What follows belongs to an exercise in optimizing a design on an open flow for small area, a short achievable clock period and few clock cycles per item; a production flow would make more cautious choices.
The RTL was checked by simulation tests, not by an equivalence proof against the original design.

--- run.sh ---
#!/bin/bash
# synth_recipe.tcl (not shown) runs the flow's synth.tcl, then flattens the netlist and writes it again
# the make line also repeats each setting of config.mk as NAME=value (left out here)
make -C /OpenROAD-flow-scripts/flow DESIGN_CONFIG=/design/flow/config.mk WORK_HOME=/design/flow/orfs CLKGATE_MAP_FILE= SYNTH_SCRIPT=/design/flow/synth_recipe.tcl finish
--- config.mk ---
export PLATFORM = sky130hd
export DESIGN_NAME = pipelined
export DESIGN_NICKNAME = pipelined
export VERILOG_FILES = /design/flow/design.v
export SDC_FILE = /design/flow/constraint.sdc
export NUM_CORES = 4
export LEC_CHECK = 0
export CAP_MARGIN = 20
export CORE_MARGIN = 2
export CORE_UTILIZATION = 40
export SLEW_MARGIN = 20
--- constraint.sdc ---
create_clock -name core_clock -period 8.0 [get_ports {clk}]
set_input_delay 1.6000 -clock core_clock [delete_from_list [all_inputs] [get_ports {clk}]]
set_output_delay 1.6000 -clock core_clock [all_outputs]
set_load 0.01 [all_outputs]
--- design.v ---
`timescale 1ns / 1ps
module pipelined(
    input  wire              clk,
    input  wire              rst,
    input  wire              in_valid,
    output wire              in_ready,
    input  wire signed [15:0] a,
    input  wire signed [15:0] b,
    input  wire signed [15:0] c,
    input  wire signed [15:0] d,
    input  wire signed [15:0] e,
    output reg               out_valid,
    input  wire              out_ready,
    output reg signed [31:0]  y
);
    wire s3_ready_in;
    wire s2_ready_in;
    wire s1_ready_in;
    assign s3_ready_in = (~out_valid) || (out_valid && out_ready);
    assign s2_ready_in = (~s2_valid)  || (s2_valid  && s3_ready_in);
    assign s1_ready_in = (~s1_valid)  || (s1_valid  && s2_ready_in);
    assign in_ready = s1_ready_in;
    wire in_send = in_valid && in_ready;
    reg signed [31:0] s1_p1;
    reg signed [31:0] s1_p2;
    reg signed [15:0] s1_e;
    reg               s1_valid;
    always @(posedge clk) begin
        if (rst) begin
            s1_valid <= 1'b0;
            s1_p1    <= 32'sd0;
            s1_p2    <= 32'sd0;
            s1_e     <= 16'sd0;
        end else if (s1_ready_in) begin
            s1_valid <= in_send;
            if (in_send) begin
                s1_p1 <= $signed(a) * $signed(b);
                s1_p2 <= $signed(c) * $signed(d);
                s1_e  <= e;
            end
        end
    end
    reg signed [31:0] s2_s;
    reg signed [15:0] s2_e;
    reg               s2_valid;
    always @(posedge clk) begin
        if (rst) begin
            s2_valid <= 1'b0;
            s2_s     <= 32'sd0;
            s2_e     <= 16'sd0;
        end else if (s2_ready_in) begin
            s2_valid <= s1_valid;
            if (s1_valid) begin
                s2_s <= s1_p1 + s1_p2;
                s2_e <= s1_e;
            end
        end
    end
    always @(posedge clk) begin
        if (rst) begin
            out_valid <= 1'b0;
            y         <= 32'sd0;
        end else if (s3_ready_in) begin
            out_valid <= s2_valid;
            if (s2_valid) begin
                y <= s2_s + $signed(s2_e);
            end
        end
    end
endmodule
==> notes.md <==
## critical path, cell delays in order
cell and delay [ns]:
clkdlybuf4s50_1 0.57, buf_4 0.26, and2_1 0.15, fa_1 0.51, inv_1 0.06, fa_1 0.46, fa_1 0.55, inv_1 0.07
fa_1 0.49, fa_1 0.49, inv_1 0.05, fa_1 0.47, inv_1 0.04, ha_1 0.27, o21ai_0 0.08, nand2b_1 0.10
or4b_1 0.50, a21oi_2 0.27, nor3_2 0.08, o31ai_1 0.35, o31a_1 0.22, buf_4 0.12, mux2i_1 0.16, o21ai_0 0.09
## repair_timing
action                                  4_1_cts  5_1_grt
setup buffers                                 0        0
resized for setup                             0        4
endpoints found under the setup margin        0        4
## path summary, 6_finish.rpt
| kind | startpoint | to | slack (ns) | cells past startpoint |
|---|---|---|---|---|
| setup / recovery | a[11] | s1_p1[31] | 0.31 | 24 |
| hold / removal | y[3] | y[3] | 0.45 | 2 |
| setup reg to reg | s1_p1[0] | s2_s[18] | 4.27 | 12 |
| hold reg to reg | y[3] | y[3] | 0.45 | 2 |
## state kept, by name (all words and copies together) (netlist names)
name / count
s1_e: 16
s1_valid: 1
s2_s: 32
s1_p1: 32
y: 32
s2_valid: 1
s1_p2: 32
out_valid: 1
s2_e: 16
## per-layer routing
layer | wire [um] | up-vias | share of wire [%]
met5 | 0 | - | 0
met2 | 33390 | 310 | 50
met4 | 1050 | 0 | 1.6
met3 | 1594 | 55 | 2.4
met1 | 30310 | 10840 | 46
li1 | - | 10510 | -
## cell type report
cell class              instances  area [sq um]
flip-flops and latches        163          3263
well taps                     940          1176
inverters                     597          2241
repair buffers                277          2420
multi-input cells            2363         22240
fillers                      7022         37920
clock inverters                13         220.2
clock buffers                  18         429.2
## metrics by stage
step,setup WS [ns],cell area [sq um],util [%],cells,TNS [ns]
2_1_floorplan,0.5724,28170,-,3245,0
3_3_place_gp,-0.05208,31300,44.77,4339,-0.1519
3_5_place_dp,-0.1326,31300,44.77,4339,-0.3933
4_1_cts,0.3228,31940,45.70,4370,0
5_1_grt,0.02028,31980,45.75,4371,0
6_report,0.3073,31980,45.75,4371,0
## cells by family (layout without fill, tap and decap cells)
| family | Yosys count | after routing | synth area share (%) |
|---|---|---|---|
| adder cells (fa/ha/maj) | 752 | 752 | 47.42 |
| flip-flops | 163 | 163 | 11.58 |
| buffers and inverters | 719 | 905 | 9.581 |
| AO/OA/AOI/OAI | 467 | 467 | 10.21 |
| XOR/XNOR | 89 | 89 | 2.767 |
| multiplexers | 7 | 7 | 0.2487 |
| AND/OR/NAND/NOR | 1048 | 1048 | 18.19 |
## cell usage in the layout, fill, tap and decap left out, drive strengths merged, types with 39 or more instances in the layout
cell | Yosys | layout
ha | 226 | 226
nor2 | 94 | 94
nor3 | 40 | 40
nand3 | 43 | 43
and2 | 255 | 255
xnor2 | 66 | 66
inv | 597 | 602
a21o | 39 | 39
fa | 526 | 526
nand2 | 476 | 476
buf | 9 | 161
o21ai | 78 | 78
dfxtp | 163 | 163
clkdlybuf4s50 | 0 | 114
a21oi | 199 | 199
==> qor.txt <==
First-pass GRT wire length: 114.1 mm
Area of the core: 69910 sq um
Hold-fix buffers, CTS: 0
Peak Freq: 0.1300 GHz
Met1 usage: 25.89%
Share of cells above drive strength 1: 6.092%
Crit. End Element: flip-flop
CTS H-tree lvls: 4
Hold Violations, Final: 0
Full die area: 72560 sq um
Post-layout nets: 4255
Global placement routability congestion: 0.8485
Synth Net Count: 4081
Port Buffers: 117
Pre-Repair DR Iteration Count: 7
DR vias: 21720
Post-synth top cells: inv_1, fa_1, nand2_1
Slew Viols, Final: 0
Asr flop ratio synth: 0%
CP Launch Type: primary input
Initial Utilization: 40.30%
Hold_ws: 0.4500 ns
WP data arrival: 8.01 ns
Worst-case clock buffer depth: 2
DRC: 0
EDFF count, synth: 0
Num CTS Buffers: 17
Distinct cells, synth: 66
Largest net degree at the start of global routing: 94
Final period util: 96.16%
Yosys reg bits: 163
Final setup vio count: 0
Initial antenna violation count: 0
Vias in the first global route: 22760
Clock Sinks: 163
Max-cap violations: 0
Class of the worst hold path: flip-flop to flip-flop
Worst EP required: 8.32 ns
Synth Instances: 3245
Worst-path clk slew: 0.07 ns
Via/cell ratio: 4.970
Outcome: timing/DRC/antenna clean
GR Util met2: 33.72%
Syn Std Cell Area: 28170 sq um
Ys Warns: 1
Met3 usage: 1.247%
Ys flop type: dfxtp_1
Fin crit period: 7.693 ns
DP HPWL: 56.06 mm
Unrepaired setup endpoints after global routing: false
# rows: 97
Die X: 269.4 um
GRT busiest layer: met2
Iteration-0 DRC Markers: 863
TritonCTS clock tree: done
Overall Global Routing Usage: 19.06%
Count leader, synth: inv_1
Root Driver: clkbuf_16
Critical path type: primary input to flip-flop
Post-synth top area share: 37.38%
Detailed Route WL: 66.35 mm
Seq/Total Area, Yosys: 11.58%
Critical path peak fanout: 11
# diodes: 0
Worst-Margin Slew: 0.9744 ns
Routed Antenna Nets: 0
Rel. slew slack: 35.04%
WL/cell: 15.18 um
Ports: 118
Clock latency (worst-skew pair): 0.44 ns
Area contributors post-synth: fa_1, dfxtp_1, ha_1
Total gr overflow: 0
Die Y: 269.4 um
Largest area contributor in the netlist: fa_1
Setup Skew: 0.009837 ns
Area Growth Syn to Fin: 13.54%
Avg Inst Size Synth: 8.681 sq um
Testbench counts, summed over its fixed seeds: cycles 32,024, items 32,000.

-- port drivers added, routing unchanged --
No port has a modelled driver above. Below, the same layout with a new extraction and two added sets of constraints. Step 1, drivers: a clkbuf_16 drives clk and a buf_2 each remaining input, both assumed. Step 2, shift: input delay + t, output delay - t, t = (earliest + latest rising clock arrival at the registers) / 2. This alone moves slack from input paths to output paths. Slacks: ideal ports / drivers / drivers and shift; pairs: ideal ports / drivers.
t, ns: 0.483
slack for setup (ns): 0.307 / 0.331 / -0.152
clock arrival spread, ns: 0.010 / 0.011
worst data-port slew with drivers (ns): 0.05
cell pins on the clock port's net: 1
Met with ideal ports but missed after step 2: setup timing in this run. For this run, drivers alone change the setup slack by +0.024 ns; drivers and shift together by -0.459 ns.
